Source: an optimization exercise on an open RTL-to-GDS flow (aim: small area and a short achievable clock period). Production flows keep margins and buffers that such runs may drop.
Only simulation tests tie the RTL to the original design; equivalence was not proved.
Power is estimated from default activity; no workload was simulated.

<file path="run.sh">
#!/bin/bash
# synth_recipe.tcl (not shown) runs the flow's synth.tcl, then flattens the netlist and writes it again
# the make line also repeats each setting of config.mk as NAME=value (left out here)
make -C /OpenROAD-flow-scripts/flow DESIGN_CONFIG=/design/flow/config.mk WORK_HOME=/design/flow/orfs CLKGATE_MAP_FILE= SYNTH_SCRIPT=/design/flow/synth_recipe.tcl finish
</file>
<file path="config.mk">
export PLATFORM = sky130hd
export DESIGN_NAME = kcpsm3
export DESIGN_NICKNAME = kcpsm3
export VERILOG_FILES = /design/flow/design.v
export SDC_FILE = /design/flow/constraint.sdc
export NUM_CORES = 4
export LEC_CHECK = 0
export CAP_MARGIN = 20
export CORE_MARGIN = 2
export CORE_UTILIZATION = 40
export SLEW_MARGIN = 20
</file>
<file path="constraint.sdc">
create_clock -name core_clock -period 7.0 [get_ports {clk}]
set_input_delay 1.4000 -clock core_clock [delete_from_list [all_inputs] [get_ports {clk}]]
set_output_delay 1.4000 -clock core_clock [all_outputs]
set_load 0.01 [all_outputs]
</file>
<file path="design.v">
`timescale 1 ps / 1ps
module LUT2 #(parameter [3:0] INIT = 4'h0) (input I0, input I1, output O);
  assign O = INIT[{I1, I0}];
endmodule
module LUT3 #(parameter [7:0] INIT = 8'h00) (input I0, input I1, input I2, output O);
  assign O = INIT[{I2, I1, I0}];
endmodule
module LUT4 #(parameter [15:0] INIT = 16'h0000) (input I0, input I1, input I2, input I3, output O);
  assign O = INIT[{I3, I2, I1, I0}];
endmodule
module INV (input I, output O);
  assign O = ~I;
endmodule
module MUXCY (input DI, input CI, input S, output O);
  assign O = S ? CI : DI;
endmodule
module XORCY (input LI, input CI, output O);
  assign O = LI ^ CI;
endmodule
module MUXF5 (input I0, input I1, input S, output O);
  assign O = S ? I1 : I0;
endmodule
module FD (input D, input C, output reg Q);
  always @(posedge C) Q <= D;
endmodule
module FDE (input D, input CE, input C, output reg Q);
  always @(posedge C) if (CE) Q <= D;
endmodule
module FDR (input D, input R, input C, output reg Q);
  always @(posedge C) Q <= R ? 1'b0 : D;
endmodule
module FDS (input D, input S, input C, output reg Q);
  always @(posedge C) Q <= S ? 1'b1 : D;
endmodule
module FDRE (input D, input CE, input R, input C, output reg Q);
  always @(posedge C)
    if (R) Q <= 1'b0;
    else if (CE) Q <= D;
endmodule
module FDRSE (input D, input CE, input R, input S, input C, output reg Q);
  always @(posedge C)
    if (R) Q <= 1'b0;
    else if (S) Q <= 1'b1;
    else if (CE) Q <= D;
endmodule
module RAM16X1D #(parameter [15:0] INIT = 16'h0000) (
  input D, input WE, input WCLK,
  input A0, input A1, input A2, input A3,
  input DPRA0, input DPRA1, input DPRA2, input DPRA3,
  output SPO, output DPO);
  reg mem [0:15];
  always @(posedge WCLK) if (WE) mem[{A3, A2, A1, A0}] <= D;
  assign SPO = mem[{A3, A2, A1, A0}];
  assign DPO = mem[{DPRA3, DPRA2, DPRA1, DPRA0}];
endmodule
module RAM32X1S #(parameter [31:0] INIT = 32'h00000000) (
  input D, input WE, input WCLK,
  input A0, input A1, input A2, input A3, input A4,
  output O);
  reg mem [0:31];
  always @(posedge WCLK) if (WE) mem[{A4, A3, A2, A1, A0}] <= D;
  assign O = mem[{A4, A3, A2, A1, A0}];
endmodule
module RAM64X1S #(parameter [63:0] INIT = 64'h0000000000000000) (
  input D, input WE, input WCLK,
  input A0, input A1, input A2, input A3, input A4, input A5,
  output O);
  reg mem [0:63];
  always @(posedge WCLK) if (WE) mem[{A5, A4, A3, A2, A1, A0}] <= D;
  assign O = mem[{A5, A4, A3, A2, A1, A0}];
endmodule
`timescale 1 ps / 1ps
module kcpsm3(
output  [9:0] address,
input  [17:0] instruction,
output  [7:0] port_id,
output        write_strobe,
output  [7:0] out_port,
output        read_strobe,
input   [7:0] in_port,
input	        interrupt,
output        interrupt_ack,
input	        reset,
input	        clk) ;
wire 		t_state ;
wire 		not_t_state ;
wire 		internal_reset ;
wire 		reset_delay ;
wire 		move_group ;
wire 		condition_met ;
wire 		normal_count ;
wire 		call_type ;
wire 		push_or_pop_type ;
wire 		valid_to_move ;
wire 		flag_type ;
wire 		flag_write ;
wire 		flag_enable ;
wire 		zero_flag ;
wire 		sel_shadow_zero ;
wire 		low_zero ;
wire 		high_zero ;
wire 		low_zero_carry ;
wire 		high_zero_carry ;
wire 		zero_carry ;
wire 		zero_fast_route ;
wire 		low_parity ;
wire 		high_parity ;
wire 		parity_carry ;
wire 		parity ;
wire 		carry_flag ;
wire 		sel_parity ;
wire 		sel_arith_carry ;
wire 		sel_shift_carry ;
wire 		sel_shadow_carry ;
wire 	[3:0]	sel_carry ;
wire 		carry_fast_route ;
wire 		active_interrupt ;
wire 		int_pulse ;
wire 		clean_int ;
wire 		shadow_carry ;
wire 		shadow_zero ;
wire 		int_enable ;
wire 		int_update_enable ;
wire 		int_enable_value ;
wire 		interrupt_ack_internal ;
wire 	[9:0]	pc ;
wire 	[9:0]	pc_vector ;
wire 	[8:0]	pc_vector_carry ;
wire 	[9:0]	inc_pc_vector ;
wire 	[9:0]	pc_value ;
wire 	[8:0]	pc_value_carry ;
wire 	[9:0]	inc_pc_value ;
wire 		pc_enable ;
wire 	[7:0]	sx ;
wire 	[7:0]	sy ;
wire 		register_type ;
wire 		register_write ;
wire 		register_enable ;
wire 	[7:0]	second_operand ;
wire 	[7:0]	memory_data ;
wire 	[7:0]	store_data ;
wire 		memory_type ;
wire 		memory_write ;
wire 		memory_enable ;
wire 	[9:0]	stack_pop_data ;
wire 	[9:0]	stack_ram_data ;
wire 	[4:0]	stack_address ;
wire 	[4:0]	half_stack_address ;
wire 	[3:0]	stack_address_carry ;
wire 	[4:0]	next_stack_address ;
wire 		stack_write_enable ;
wire 		not_active_interrupt ;
wire 	[7:0]	logical_result ;
wire 	[7:0]	logical_value ;
wire 		sel_logical ;
wire 	[7:0]	shift_result ;
wire 	[7:0]	shift_value ;
wire 		sel_shift ;
wire 		high_shift_in ;
wire 		low_shift_in ;
wire 		shift_in ;
wire 		shift_carry ;
wire 		shift_carry_value ;
wire 	[7:0]	arith_result ;
wire 	[7:0]	arith_value ;
wire 	[7:0]	half_arith ;
wire 	[7:0]	arith_internal_carry ;
wire 		sel_arith_carry_in ;
wire 		arith_carry_in ;
wire 		invert_arith_carry ;
wire 		arith_carry_out ;
wire 		sel_arith ;
wire 		arith_carry ;
wire 		input_fetch_type ;
wire 		sel_group ;
wire 	[7:0]	alu_group ;
wire 	[7:0]	input_group ;
wire 	[7:0]	alu_result ;
wire 		io_initial_decode ;
wire 		write_active ;
wire 		read_active ;
LUT2 	#(
.INIT	(4'h1)) 
t_state_lut(
.I0	(t_state),
.I1	(internal_reset),
.O	(not_t_state)) ;
FD 	toggle_flop (
.D	(not_t_state),
.Q	(t_state),
.C	(clk));
FDS 	reset_flop1 (
.D	(1'b0),
.Q	(reset_delay),
.S	(reset),
.C	(clk));
FDS 	reset_flop2 (
.D	(reset_delay),
.Q	(internal_reset),
.S	(reset),
.C	(clk));
FDR 	int_capture_flop (
.D	(interrupt),
.Q	(clean_int),
.R	(internal_reset),
.C	(clk));
LUT4 	#(
.INIT	(16'h0080))	
int_pulse_lut(
.I0	(t_state),
.I1	(clean_int),
.I2	(int_enable),
.I3	(active_interrupt),
.O	(int_pulse )) ;
FDR 	int_flop (
.D	(int_pulse),
.Q	(active_interrupt),
.R	(internal_reset),
.C	(clk));
FD 	ack_flop (
.D	(active_interrupt),
.Q	(interrupt_ack_internal),
.C	(clk));
assign interrupt_ack = interrupt_ack_internal ;
FDE 	shadow_carry_flop (
.D	(carry_flag),
.Q	(shadow_carry),
.CE	(active_interrupt),
.C	(clk));
FDE 	shadow_zero_flop (
.D	(zero_flag),
.Q	(shadow_zero),
.CE	(active_interrupt),
.C	(clk));
LUT4 	#(
.INIT	(16'hEAAA))	
int_update_lut(
.I0	(active_interrupt),
.I1	(instruction[15]),
 .I2	(instruction[16]),
 .I3	(instruction[17]),
 .O	(int_update_enable)) ;
LUT3 	#(
.INIT	(8'h04))		
int_value_lut (
.I0	(active_interrupt),
.I1	(instruction[0]),
.I2	(interrupt_ack_internal),
.O	(int_enable_value )) ;
FDRE 	int_enable_flop (
.D	(int_enable_value),
.Q	(int_enable),
.CE	(int_update_enable),
.R	(internal_reset),
.C	(clk));
LUT4 	#(
.INIT	(16'h7400))	
move_group_lut (
.I0	(instruction[14]),
.I1	(instruction[15]),
.I2	(instruction[16]),
.I3	(instruction[17]),
.O	(move_group)) ;
LUT4 	#(
.INIT	(16'h5A3C))	
condition_met_lut (
.I0	(carry_flag),
.I1	(zero_flag),
.I2	(instruction[10]),
.I3	(instruction[11]),
.O	(condition_met)) ;
LUT3 	#(
.INIT	(8'h2F))		
normal_count_lut (
.I0	(instruction[12]),
.I1	(condition_met),
.I2	(move_group),
.O	(normal_count )) ;
LUT4 	#(
.INIT	(16'h1000))	
call_type_lut (
.I0	(instruction[14]),
.I1	(instruction[15]),
.I2	(instruction[16]),
.I3	(instruction[17]),
.O	(call_type )) ;
LUT4 	#(
.INIT	(16'h5400))	
push_pop_lut (
.I0	(instruction[14]),
.I1	(instruction[15]),
.I2	(instruction[16]),
.I3	(instruction[17]),
.O	(push_or_pop_type)) ;
LUT2 	#(
.INIT	(4'hD))		
valid_move_lut (
.I0	(instruction[12]),
.I1	(condition_met),
.O	(valid_to_move )) ;
LUT4 	#(
.INIT	(16'h41FC))	
flag_type_lut (
.I0	(instruction[14]),
.I1	(instruction[15]),
.I2	(instruction[16]),
.I3	(instruction[17]),
.O	(flag_type )) ;
FD 	flag_write_flop (
.D	(flag_type),
.Q	(flag_write),
.C	(clk));
LUT2 	#(
.INIT	(4'h8))		
flag_enable_lut (
.I0	(t_state),
.I1	(flag_write),
.O	(flag_enable)) ;
LUT4 	#(
.INIT	(16'h0001))	
low_zero_lut (
.I0	(alu_result[0]),
.I1	(alu_result[1]),
.I2	(alu_result[2]),
.I3	(alu_result[3]),
.O	(low_zero )) ;
LUT4 	#(
.INIT	(16'h0001))	
high_zero_lut (
.I0	(alu_result[4]),
.I1	(alu_result[5]),
.I2	(alu_result[6]),
.I3	(alu_result[7]),
.O	(high_zero)) ;
MUXCY 	low_zero_muxcy (
.DI	(1'b0),
.CI	(1'b1),
.S	(low_zero),
.O	(low_zero_carry));
MUXCY 	high_zero_cymux (
.DI	(1'b0),
.CI	(low_zero_carry),
.S	(high_zero),
.O	(high_zero_carry));
LUT3 	#(
.INIT	(8'h3F))		
sel_shadow_zero_lut (
.I0	(shadow_zero),
.I1	(instruction[16]),
.I2	(instruction[17]),
.O	(sel_shadow_zero )) ;
MUXCY zero_cymux (
.DI	(shadow_zero),
.CI	(high_zero_carry),
.S	(sel_shadow_zero),
.O	(zero_carry ));
XORCY zero_xor(
.LI	(1'b0),
.CI	(zero_carry),
.O	(zero_fast_route));
FDRE zero_flag_flop (
.D	(zero_fast_route),
.Q	(zero_flag),
.CE	(flag_enable),
.R	(internal_reset),
.C	(clk));
LUT4 	#(
.INIT	(16'h6996))	
low_parity_lut (
.I0	(logical_result[0]),
.I1	(logical_result[1]),
.I2	(logical_result[2]),
.I3	(logical_result[3]),
.O	(low_parity )) ;
LUT4 	#(
.INIT	(16'h6996))	
high_parity_lut (
.I0	(logical_result[4]),
.I1	(logical_result[5]),
.I2	(logical_result[6]),
.I3	(logical_result[7]),
.O	(high_parity )) ;
MUXCY parity_muxcy (
.DI	(1'b0),
.CI	(1'b1),
.S	(low_parity),
.O	(parity_carry) );
XORCY parity_xor (
.LI	(high_parity),
.CI	(parity_carry),
.O	(parity));
LUT4 	#(
.INIT	(16'hF3FF))	
sel_parity_lut (
.I0	(parity),
.I1	(instruction[13]),
.I2	(instruction[15]),
.I3	(instruction[16]),
.O	(sel_parity )) ;
LUT3 #(
.INIT	(8'hF3))		
sel_arith_carry_lut (
.I0	(arith_carry),
.I1	(instruction[16]),
.I2	(instruction[17]),
.O	(sel_arith_carry )) ;
LUT2 	#(
.INIT	(4'hC))		
sel_shift_carry_lut (
.I0	(shift_carry),
.I1	(instruction[15]),
.O	(sel_shift_carry )) ;
LUT2 	#(
.INIT	(4'h3))		
sel_shadow_carry_lut (
.I0	(shadow_carry),
.I1	(instruction[17]),
.O	(sel_shadow_carry )) ;
MUXCY sel_shadow_muxcy (
.DI	(shadow_carry),
.CI	(1'b0),
.S	(sel_shadow_carry),
.O	(sel_carry[0]) );
MUXCY sel_shift_muxcy (
.DI	(shift_carry),
.CI	(sel_carry[0]),
.S	(sel_shift_carry),
.O	(sel_carry[1]) );
MUXCY sel_arith_muxcy (
.DI	(arith_carry),
.CI	(sel_carry[1]),
.S	(sel_arith_carry),
.O	(sel_carry[2]) );
MUXCY sel_parity_muxcy (
.DI	(parity),
.CI	(sel_carry[2]),
.S	(sel_parity),
.O	(sel_carry[3]) );
XORCY carry_xor(
.LI	(1'b0),
.CI	(sel_carry[3]),
.O	(carry_fast_route));
FDRE carry_flag_flop (
.D	(carry_fast_route),
.Q	(carry_flag),
.CE	(flag_enable),
.R	(internal_reset),
.C	(clk));
INV invert_enable( 
.I	(t_state),
.O	(pc_enable));
genvar i ;
generate
for (i = 0 ; i <= 9 ; i = i+1)
begin : pc_loop
FDRSE register_bit (
.D	(inc_pc_value[i]),
.Q	(pc[i]),
.R	(internal_reset),
.S	(active_interrupt),
.CE	(pc_enable),
.C	(clk));
LUT3 	#(
.INIT	(8'hE4))		
vector_select_mux (
.I0	(instruction[15]),
.I1	(instruction[i]),
.I2	(stack_pop_data[i]),
.O	(pc_vector[i])) ;
LUT3 	#(
.INIT	(8'hE4))		
value_select_mux(
.I0	(normal_count),
.I1	(inc_pc_vector[i]),
.I2	(pc[i]),
.O	(pc_value[i])) ;
if (i == 0) begin : pc_lsb_carry
MUXCY pc_vector_muxcy (
.DI	(1'b0),
.CI	(instruction[13]),
.S	(pc_vector[i]),
.O	(pc_vector_carry[i]));
XORCY pc_vector_xor (
.LI	(pc_vector[i]),
.CI	(instruction[13]),
.O	(inc_pc_vector[i]));
MUXCY pc_value_muxcy (
.DI	(1'b0),
.CI	(normal_count),
.S	(pc_value[i]),
.O	(pc_value_carry[i]));
XORCY pc_value_xor (
.LI	(pc_value[i]),
.CI	(normal_count),
.O	(inc_pc_value[i]));
end
if (i > 0 && i < 9) begin : pc_mid_carry
MUXCY pc_vector_muxcy (
.DI	(1'b0),
.CI	(pc_vector_carry[i-1]),
.S	(pc_vector[i]),
.O	(pc_vector_carry[i]));
XORCY pc_vector_xor (
.LI	(pc_vector[i]),
.CI	(pc_vector_carry[i-1]),
.O	(inc_pc_vector[i]));
MUXCY pc_value_muxcy (
.DI	(1'b0),
.CI	(pc_value_carry[i-1]),
.S	(pc_value[i]),
.O	(pc_value_carry[i]));
XORCY pc_value_xor (
.LI	(pc_value[i]),
.CI	(pc_value_carry[i-1]),
.O	(inc_pc_value[i]));
end
if (i == 9) begin : pc_msb_carry
XORCY pc_vector_xor (
.LI	(pc_vector[i]),
.CI	(pc_vector_carry[i-1]),
.O	(inc_pc_vector[i]));
XORCY pc_value_xor (
.LI	(pc_value[i]),
.CI	(pc_value_carry[i-1]),
.O	(inc_pc_value[i]));
end
end
endgenerate
assign address = pc ;
LUT4 	#(
.INIT	(16'h0145))	
register_type_lut (
.I0	(active_interrupt),
.I1	(instruction[15]),
.I2	(instruction[16]),
.I3	(instruction[17]),
.O	(register_type )) ;
FD register_write_flop (
.D	(register_type),
.Q	(register_write),
.C	(clk));
LUT2 	#(
.INIT	(4'h8))  	
register_enable_lut (
.I0	(t_state),
.I1	(register_write),
.O	(register_enable)) ;
generate
for (i = 0; i <= 7; i = i+1)
begin : reg_loop
RAM16X1D #(
.INIT	(16'h0000))	
reg_loop_register_bit(
.D	(alu_result[i]),
.WE	(register_enable),
.WCLK	(clk),
.A0	(instruction[8]),
.A1	(instruction[9]),
.A2	(instruction[10]),
.A3	(instruction[11]),
.DPRA0	(instruction[4]),
.DPRA1	(instruction[5]),
.DPRA2	(instruction[6]),
.DPRA3	(instruction[7]),
.SPO	(sx[i]),
.DPO	(sy[i])) ;
LUT3 	#(
.INIT	(8'hE4))		
operand_select_mux(
.I0	(instruction[12]),
.I1	(instruction[i]),
.I2	(sy[i]),
.O	(second_operand[i])) ;
end
endgenerate
assign out_port = sx;
assign port_id = second_operand;
LUT4 	#(
.INIT	(16'h0400))	
memory_type_lut (
.I0	(active_interrupt),
.I1	(instruction[15]),
.I2	(instruction[16]),
.I3	(instruction[17]),
.O	(memory_type )) ;
FD memory_write_flop (
.D	(memory_type),
.Q	(memory_write),
.C	(clk));
LUT4 	#(
.INIT	(16'h8000))	
memory_enable_lut (
.I0	(t_state),
.I1	(instruction[13]),
.I2	(instruction[14]),
.I3	(memory_write),
.O	(memory_enable )) ;
generate
for (i = 0; i <= 7; i = i + 1)
begin : store_loop
RAM64X1S #(
.INIT	(64'h0000000000000000))	
memory_bit (
.D	(sx[i]),
.WE	(memory_enable),
.WCLK	(clk),
.A0	(second_operand[0]),
.A1	(second_operand[1]),
.A2	(second_operand[2]),
.A3	(second_operand[3]),
.A4	(second_operand[4]),
.A5	(second_operand[5]),
.O	(memory_data[i])) ;
FD store_flop (
.D	(memory_data[i]),
.Q	(store_data[i]),
.C	(clk));
end
endgenerate
LUT4 	#(
.INIT	(16'hFFE2))	
sel_logical_lut (
.I0	(instruction[14]),
.I1	(instruction[15]),
.I2	(instruction[16]),
.I3	(instruction[17]),
.O	(sel_logical)) ;
generate
for (i = 0; i <= 7; i = i + 1)
begin : logical_loop
LUT4 	#(
.INIT	(16'h6E8A))	
logical_lut (
.I0	(second_operand[i]),
.I1	(sx[i]),
.I2	(instruction[13]),
.I3	(instruction[14]),
.O	(logical_value[i])) ;
FDR logical_flop (
.D	(logical_value[i]),
.Q	(logical_result[i]),
.R	(sel_logical),
.C	(clk));
end
endgenerate
INV sel_shift_inv( 		 
.I	(instruction[17]),
.O	(sel_shift));
LUT3 	#(
.INIT	(8'hE4))		
high_shift_in_lut (
.I0	(instruction[1]),
.I1	(sx[0]),
.I2	(instruction[0]),
.O	(high_shift_in )) ;
LUT3 	#(
.INIT	(8'hE4))		
low_shift_in_lut (
.I0	(instruction[1]),
.I1	(carry_flag),
.I2	(sx[7]),
.O	(low_shift_in)) ;
MUXF5 shift_in_muxf5 (
.I1	(high_shift_in),
.I0	(low_shift_in),
.S	(instruction[2]),
.O	(shift_in ));
LUT3 	#(
.INIT	(8'hE4))		
shift_carry_lut (
.I0	(instruction[3]),
.I1	(sx[7]),
.I2	(sx[0]),
.O	(shift_carry_value )) ;
FD pipeline_bit (
.D	(shift_carry_value),
.Q	(shift_carry),
.C	(clk));
generate
for (i = 0 ; i <= 7 ; i = i + 1)
begin : shift_loop
if (i == 0) begin : lsb_shift
LUT3 	#(
.INIT	(8'hE4))		
shift_mux_lut (
.I0	(instruction[3]),
.I1	(shift_in),
.I2	(sx[i+1]),
.O	(shift_value[i])) ;
end
if (i > 0 && i < 7) begin : mid_shift
LUT3 	#(
.INIT	(8'hE4))		
shift_mux_lut (
.I0	(instruction[3]),
.I1	(sx[i-1]),
.I2	(sx[i+1]),
.O	(shift_value[i])) ;
end
if (i == 7) begin : msb_shift
LUT3 	#(
.INIT	(8'hE4))		
shift_mux_lut (
.I0	(instruction[3]),
.I1	(sx[i-1]),
.I2	(shift_in),
.O	(shift_value[i]) ) ;
end
FDR shift_flop (
.D	(shift_value[i]),
.Q	(shift_result[i]),
.R	(sel_shift),
.C	(clk));
end
endgenerate
LUT3 	#(
.INIT	(8'h1F))		
sel_arith_lut (
.I0	(instruction[14]),
.I1	(instruction[15]),
.I2	(instruction[16]),
.O	(sel_arith)) ;
generate
for (i = 0 ; i <= 7 ; i = i + 1)
begin : arith_loop
if (i == 0) begin : lsb_arith
LUT3 	#(
.INIT	(8'h6C))		
arith_carry_in_lut (
.I0	(instruction[13]),
.I1	(instruction[14]),
.I2	(carry_flag),
.O	(sel_arith_carry_in )) ;
MUXCY arith_carry_in_muxcy (
.DI	(1'b0),
.CI	(1'b1),
.S	(sel_arith_carry_in),
.O	(arith_carry_in));
MUXCY arith_muxcy (
.DI	(sx[i]),
.CI	(arith_carry_in),
.S	(half_arith[i]),
.O	(arith_internal_carry[i]));
XORCY arith_xor (
.LI	(half_arith[i]),
.CI	(arith_carry_in),
.O	(arith_value[i]));
end
if (i > 0 && i < 7) begin : mid_arith
MUXCY arith_muxcy (
.DI	(sx[i]),
.CI	(arith_internal_carry[i-1]),
.S	(half_arith[i]),
.O	(arith_internal_carry[i]));
XORCY arith_xor (
.LI	(half_arith[i]),
.CI	(arith_internal_carry[i-1]),
.O	(arith_value[i]));
end
if (i == 7) begin : msb_arith
MUXCY arith_muxcy (
.DI	(sx[i]),
.CI	(arith_internal_carry[i-1]),
.S	(half_arith[i]),
.O	(arith_internal_carry[i]));
XORCY arith_xor (
.LI	(half_arith[i]),
.CI	(arith_internal_carry[i-1]),
.O	(arith_value[i]));
LUT2 	#(
.INIT	(4'h2))		
arith_carry_out_lut (
.I0	(instruction[14]),
.I1	(internal_reset),
.O	(invert_arith_carry )) ;
XORCY arith_carry_out_xor (
.LI	(invert_arith_carry),
.CI	(arith_internal_carry[i]),
.O	(arith_carry_out));
FDR arith_carry_flop (
.D	(arith_carry_out),
.Q	(arith_carry),
.R	(sel_arith),
.C	(clk));
end
LUT3 	#(
.INIT	(8'h96))		
arith_lut (
.I0	(sx[i]),
.I1	(second_operand[i]),
.I2	(instruction[14]),
.O	(half_arith[i])) ;
FDR arith_flop (
.D	(arith_value[i]),
.Q	(arith_result[i]),
.R	(sel_arith),
.C	(clk));
end
endgenerate
LUT4 	#(
.INIT	(16'h0002))	
input_fetch_type_lut (
.I0	(instruction[14]),
.I1	(instruction[15]),
.I2	(instruction[16]),
.I3	(instruction[17]),
.O	(input_fetch_type )) ;
FD sel_group_flop (
.D	(input_fetch_type),
.Q	(sel_group),
.C	(clk));
generate
for (i = 0 ; i <= 7 ; i = i + 1)
begin : alu_mux_loop
LUT3 	#(
.INIT	(8'hFE))		
or_lut (
.I0	(logical_result[i]),
.I1	(arith_result[i]),
.I2	(shift_result[i]),
.O	(alu_group[i])) ;
LUT3 	#(
.INIT	(8'hE4))		
mux_lut (
.I0	(instruction[13]),
.I1	(in_port[i]),
.I2	(store_data[i]),
.O	(input_group[i])) ;
MUXF5 	shift_in_muxf5 (
.I1	(input_group[i]),
.I0	(alu_group[i]),
.S	(sel_group),
.O	(alu_result[i]) );
end
endgenerate
LUT4 	#(
.INIT	(16'h0010))	
io_decode_lut (
.I0	(active_interrupt),
.I1	(instruction[13]),
.I2	(instruction[14]),
.I3	(instruction[16]),
.O	(io_initial_decode )) ;
LUT4 	#(
.INIT	(16'h4000))	
write_active_lut (
.I0	(t_state),
.I1	(instruction[15]),
.I2	(instruction[17]),
.I3	(io_initial_decode),
.O	(write_active )) ;
FDR write_strobe_flop (
.D	(write_active),
.Q	(write_strobe),
.R	(internal_reset),
.C	(clk));
LUT4 	#(
.INIT	(16'h0100))	
read_active_lut (
.I0	(t_state),
.I1	(instruction[15]),
.I2	(instruction[17]),
.I3	(io_initial_decode),
.O	(read_active )) ;
FDR read_strobe_flop (
.D	(read_active),
.Q	(read_strobe),
.R	(internal_reset),
.C	(clk));
INV stack_ram_inv (                
.I	(t_state),
.O	(stack_write_enable));
generate
for (i = 0 ; i <= 9 ; i = i + 1)
begin : stack_ram_loop
RAM32X1S #(
.INIT	(32'h00000000))	
stack_bit (
.D	(pc[i]),
.WE	(stack_write_enable),
.WCLK	(clk),
.A0	(stack_address[0]),
.A1	(stack_address[1]),
.A2	(stack_address[2]),
.A3	(stack_address[3]),
.A4	(stack_address[4]),
.O	(stack_ram_data[i])) ;
FD 	stack_flop (
.D	(stack_ram_data[i]),
.Q	(stack_pop_data[i]),
.C	(clk));
end
endgenerate
INV stack_count_inv(               
.I	(active_interrupt),
.O	(not_active_interrupt));
generate
for (i = 0 ; i <= 4 ; i = i + 1)
begin : stack_count_loop
FDRE stack_count_loop_register_bit (
.D	(next_stack_address[i]),
.Q	(stack_address[i]),
.R	(internal_reset),
.CE	(not_active_interrupt),
.C	(clk));
if (i == 0) begin : lsb_stack_count
LUT4 	#(
.INIT	(16'h6555))	
count_lut (
.I0	(stack_address[i]),
.I1	(t_state),
.I2	(valid_to_move),
.I3	(push_or_pop_type),
.O	(half_stack_address[i]) ) ;
MUXCY count_muxcy (
.DI	(stack_address[i]),
.CI	(1'b0),
.S	(half_stack_address[i]),
.O	(stack_address_carry[i]));
XORCY count_xor (
.LI	(half_stack_address[i]),
.CI	(1'b0),
.O	(next_stack_address[i]));
end
if (i > 0 && i < 4) begin : mid_stack_count
LUT4 	#(
.INIT	(16'hA999))	
count_lut (
.I0	(stack_address[i]),
.I1	(t_state),
.I2	(valid_to_move),
.I3	(call_type),
.O	(half_stack_address[i]) ) ;
MUXCY count_muxcy (
.DI	(stack_address[i]),
.CI	(stack_address_carry[i-1]),
.S	(half_stack_address[i]),
.O	(stack_address_carry[i]));
XORCY count_xor (
.LI	(half_stack_address[i]),
.CI	(stack_address_carry[i-1]),
.O	(next_stack_address[i]));
end
if (i == 4) begin : msb_stack_count
LUT4 	#(
.INIT	(16'hA999))	
count_lut (
.I0	(stack_address[i]),
.I1	(t_state),
.I2	(valid_to_move),
.I3	(call_type),
.O	(half_stack_address[i]) ) ;
XORCY count_xor (
.LI	(half_stack_address[i]),
.CI	(stack_address_carry[i-1]),
.O	(next_stack_address[i]));
end
end
endgenerate
endmodule
</file>
==> metrics.log <==
INFO  metric highest_net_fanout_along_the_worst_path = 17
INFO  metric ff2ff_setup_slack = roughly 2600 ps
INFO  metric synthFlopType = sky130_fd_sc_hd__edfxtp_1
INFO  metric floorplan.die_area = 110,000 µm²
INFO  metric maximum_number_of_buffers_from_clock_root_to_sink = 3
INFO  metric worst_ep_arrival_time = around 4700 ps
INFO  metric mostFrequentLayoutCells = sky130_fd_sc_hd__edfxtp_1 (962), sky130_fd_sc_hd__nor2_1 (180), sky130_fd_sc_hd__nand2_1 (179), sky130_fd_sc_hd__mux4_2 (149), sky130_fd_sc_hd__mux2i_1 (130)
INFO  metric yosysSeqAreaShare = 0.707
INFO  metric path_depth = 6
INFO  metric cts_setup_buffers = 0
INFO  metric power.ir.vdd_worst = roughly 0.22 mV
INFO  metric dieWidth = roughly 330 µm
INFO  metric nets_in_the_synthesized_netlist = between 2k and 3k
INFO  metric worstSkewPairLatency = roughly 700 ps
INFO  metric route.vias.total = roughly 25k
INFO  metric final_cell_area = 48,800 µm²
INFO  metric class_of_the_tightest_hold_or_removal_check = reg -> reg
INFO  metric fmax = between 0.15 and 0.2 GHz
INFO  metric numClockSinks = around 1.0k
INFO  metric avgRoutedWirePerCell = 28.6 µm
INFO  metric slew_headroom = 0.183
INFO  metric starting_utilization_of_the_core_area = 0.402
INFO  metric synth_top_family_by_area = multiplexers
INFO  metric globalRouteOverflowTotal = 0
INFO  metric power_density = about 290 nW/µm²
INFO  metric cp_cell_sequence = clkdlybuf4s50_1 -> buf_4 -> mux4_2 -> mux2i_1 -> o21ai_0 -> clkdlybuf4s50_1
INFO  metric worst-r2r-cell-count = 14
INFO  metric finalWeightedCongestion = around 0.93
INFO  metric clock-root-buffer = sky130_fd_sc_hd__clkbuf_16
INFO  metric die-height = roughly 330 µm
INFO  metric synth_compound_gate_area_share = 0.0699
INFO  metric yosys.area_share.adder = 0.0102
INFO  metric timing_max_transition_violations_final = 0
INFO  metric post-route-period-util = 0.867
INFO  metric worst_setup_hold_path_clk_slew = around 60 ps
INFO  metric layout-drive-gt1-share = 0.183
INFO  metric drt_wl_total = about 120 mm
INFO  metric worst_path_required = approximately 5600 ps
INFO  metric synth.distinct_cells = 87
INFO  metric worst_max_slew_pin_slew = 1220 ps
INFO  metric cts.repair.resized = 0
INFO  metric buffers_on_ports = between 50 and 60
INFO  metric final_cells = roughly 4.2k
INFO  metric grt_pass1_wl = between 150 and 200 mm
INFO  metric final.hold.worst_slack = 413 ps
INFO  metric synthSimpleGateAreaFrac = 0.0602
INFO  metric mostFrequentLayoutCell = sky130_fd_sc_hd__edfxtp_1
INFO  metric area_growth = 13.7%
INFO  metric crit_type = in -> out
INFO  metric p_leak = 16.0 nW
INFO  metric critical-path-top-cell-by-count = sky130_fd_sc_hd__clkdlybuf4s50_1
INFO  metric cell_area_after_synthesis = ~43,000 µm²
INFO  metric ant_nets = 0
INFO  metric synthCells = approximately 2.6k
INFO  metric aggregate_negative_setup_slack = 0 ps
INFO  metric critical_path.n_buffers_inverters = 3
INFO  metric depth_of_the_worst_hold_timing_path = 1
INFO  metric finClkSkew = roughly 33 ps
INFO  metric cts_hold_buffers = 0
INFO  metric htreeDepth = 3
INFO  metric floorplan.rows = 120
INFO  metric boundaryPins = between 50 and 60
INFO  metric timing.critical_path.slowest_cell_delay = roughly 1000 ps
INFO  metric gr-usage-all-layers = 0.216
INFO  metric dp_hpwl = ~77 mm
INFO  metric cp_top_family = buffers and inverters
INFO  metric setup-violations-final = 0
INFO  metric remaining_drc_errors = 0
INFO  metric status = timing/DRC/antenna clean
INFO  metric synth_xor_xnor_area_share = 0.00387
INFO  metric nNetsFinal = about 2.8k
INFO  metric final_core_utilization = 0.458
INFO  metric synthArstFlopShare = 0
INFO  metric largest_net_degree_at_the_start_of_global_routing = 66
INFO  metric tritoncts.num_buffers = approximately 110
INFO  metric clock_period_minus_final_worst_setup_slack = just over 6000 ps
INFO  metric via_per_inst = 6.00
INFO  metric first_global_vias = between 20k and 25k
INFO  metric ys_seq_elements = between 1k and 1.5k
INFO  metric yosys_warnings = 9
INFO  metric cp_slowest_cell = sky130_fd_sc_hd__clkdlybuf4s50_1
INFO  metric timing.final.hold_violations = 0
INFO  metric number_of_synthesized_flops_with_an_enable_pin = 962
INFO  metric drt_iter0_markers = ~3.3k
INFO  metric grt_setup_unrepaired = false
INFO  metric dp.cells = ~4k
INFO  metric synth.avg_cell_area = 16.3 µm²
INFO  metric post_synth_mux_area_share = 0.124
INFO  metric cts_tree = yes
INFO  metric grt_antenna_before_repair = 3
INFO  metric placed_standard_cell_area = around 45,000 µm²
INFO  metric setup.worst_path.end_class = output pin
INFO  metric start_kind = primary input
INFO  metric timing.max_cap.violations = 0
INFO  metric core-area = approximately 110,000 µm²
INFO  metric drt_first_pass_iters = 6
-- cell usage after synthesis, types with 20 or more instances --
master,n,area (µm²)
sky130_fd_sc_hd__buf_2,33,165
sky130_fd_sc_hd__nand4_1,26,163
sky130_fd_sc_hd__nand3_1,38,190
sky130_fd_sc_hd__mux4_2,149,3360
sky130_fd_sc_hd__edfxtp_1,962,28900
sky130_fd_sc_hd__mux2i_1,130,1300
sky130_fd_sc_hd__a221oi_1,22,193
sky130_fd_sc_hd__buf_1,21,78.8
sky130_fd_sc_hd__dfxtp_1,74,1480
sky130_fd_sc_hd__and2_1,20,125
sky130_fd_sc_hd__nor3_1,30,150
sky130_fd_sc_hd__ha_1,35,438
sky130_fd_sc_hd__o21ai_0,41,205
sky130_fd_sc_hd__mux2_2,55,619
sky130_fd_sc_hd__a32oi_1,26,228
sky130_fd_sc_hd__buf_4,43,323
sky130_fd_sc_hd__inv_1,24,90.1
sky130_fd_sc_hd__a211oi_1,27,203
sky130_fd_sc_hd__a21oi_1,86,430
sky130_fd_sc_hd__a22oi_1,58,435
sky130_fd_sc_hd__nand2_1,179,672
sky130_fd_sc_hd__clkbuf_1,84,315
sky130_fd_sc_hd__nor2_1,186,698
-- final timing paths --
kind,start,to
setup / recovery,instruction[4],port_id[7]
hold / removal,reset_flop1.Q,reset_flop2.Q
setup reg to reg,reg_loop[0].reg_loop_register_bit.mem[11],arith_loop[7].arith_flop.Q
hold reg to reg,reset_flop1.Q,reset_flop2.Q
-- state kept, by name, summed over array words and instances, names as in the netlist, 5 cells and up --
register                                          count
arith_loop.arith_flop.Q                               8
stack_count_loop.stack_count_loop_register_bit.Q      5
stack_ram_loop.stack_bit.mem                        320
stack_ram_loop.stack_flop.Q                          10
reg_loop.reg_loop_register_bit.mem                  128
logical_loop.logical_flop.Q                           8
pc_loop.register_bit.Q                               10
shift_loop.shift_flop.Q                               8
store_loop.memory_bit.mem                           512
store_loop.store_flop.Q                               8
-- routing by layer --
| metal | vias to the layer above | GRT usage | share of wire |
|---|---|---|---|
| met4 | 0 | 0.0783 | 0.038 |
| met3 | 242 | 0.0389 | 0.086 |
| li1 | 10700 | - | - |
| met5 | - | 0 | 0 |
| met1 | 13100 | 0.308 | 0.42 |
| met2 | 1313 | 0.334 | 0.46 |
-- worst reg2reg max path, stage by stage (launching register included) --
cell and delay [ps]:
sky130_fd_sc_hd__edfxtp_1 380, sky130_fd_sc_hd__mux2i_1 300, sky130_fd_sc_hd__a22oi_1 150, sky130_fd_sc_hd__a32oi_2 340, sky130_fd_sc_hd__and2_4 470, sky130_fd_sc_hd__inv_8 240
sky130_fd_sc_hd__ha_1 440, sky130_fd_sc_hd__nand3_1 90, sky130_fd_sc_hd__o21ai_0 100, sky130_fd_sc_hd__a311oi_1 610, sky130_fd_sc_hd__o21a_1 290, sky130_fd_sc_hd__a21oi_2 110
sky130_fd_sc_hd__a211o_1 300, sky130_fd_sc_hd__o21ai_1 80, sky130_fd_sc_hd__mux2_2 350
-- cell families (layout without fill, tap and decap cells) --
kind of cell | Yosys count | in the layout
XOR/XNOR | 19 | 19
adder cells (fa/ha/maj) | 35 | 35
buffers and inverters | 218 | 404
other | 0 | 1
AO/OA/AOI/OAI | 419 | 419
AND/OR/NAND/NOR | 563 | 563
multiplexers | 337 | 337
flip-flops | 1036 | 1036
-- where the power goes --
| group | switching, W | internal, W |
|---|---|---|
| clock network | 0.00239 | 0.00329 |
| logic | 0.000980 | 0.000484 |
| registers | 0.0000673 | 0.00694 |
-- area by class of cell --
class	count	area, µm²
flip-flops and latches	1036	30400
repair buffers	177	1530
fillers	9049	57900
clock buffers	143	2950
inverters	30	123
well taps	1403	1760
multi-input cells	1373	11500
clock inverters	54	569
diodes	1	2.50
-- metrics by stage --
| stage | power (W) | worst slack [ps] |
|---|---|---|
| after CTS | 0.0142 | 872 |
| final | 0.0142 | 930 |
| after global placement | 0.00857 | 405 |
| after global routing | 0.0146 | 779 |
| after floorplan | 0.00799 | 1440 |
| after detailed placement | 0.00859 | 528 |

port drivers added, routing unchanged:
No port has a modelled driver above. Below, the same layout with a new extraction and two added sets of constraints. Step 1: set_driving_cell puts a clkbuf_16 on clk and a buf_2 on each other input, an assumption about the parent block. Step 2 moves the port delays by t, midway between the first and last clock arrival at a register: inputs arrive t later, outputs are due t later. That takes back most of the time a late clock gives input paths. a / b / c = ideal ports / drivers / drivers and shift; a / b = the first two.
shift t [ns]: 0.752
slack for setup (ns): 0.930 / 0.904 / 0.474
worst setup path after step 2: input to register
worst slew at a driven data input, ns: 0.04
After both steps setup and hold are still met in this run. For this run, drivers alone change the setup slack by -0.026 ns; drivers and shift together by -0.456 ns.
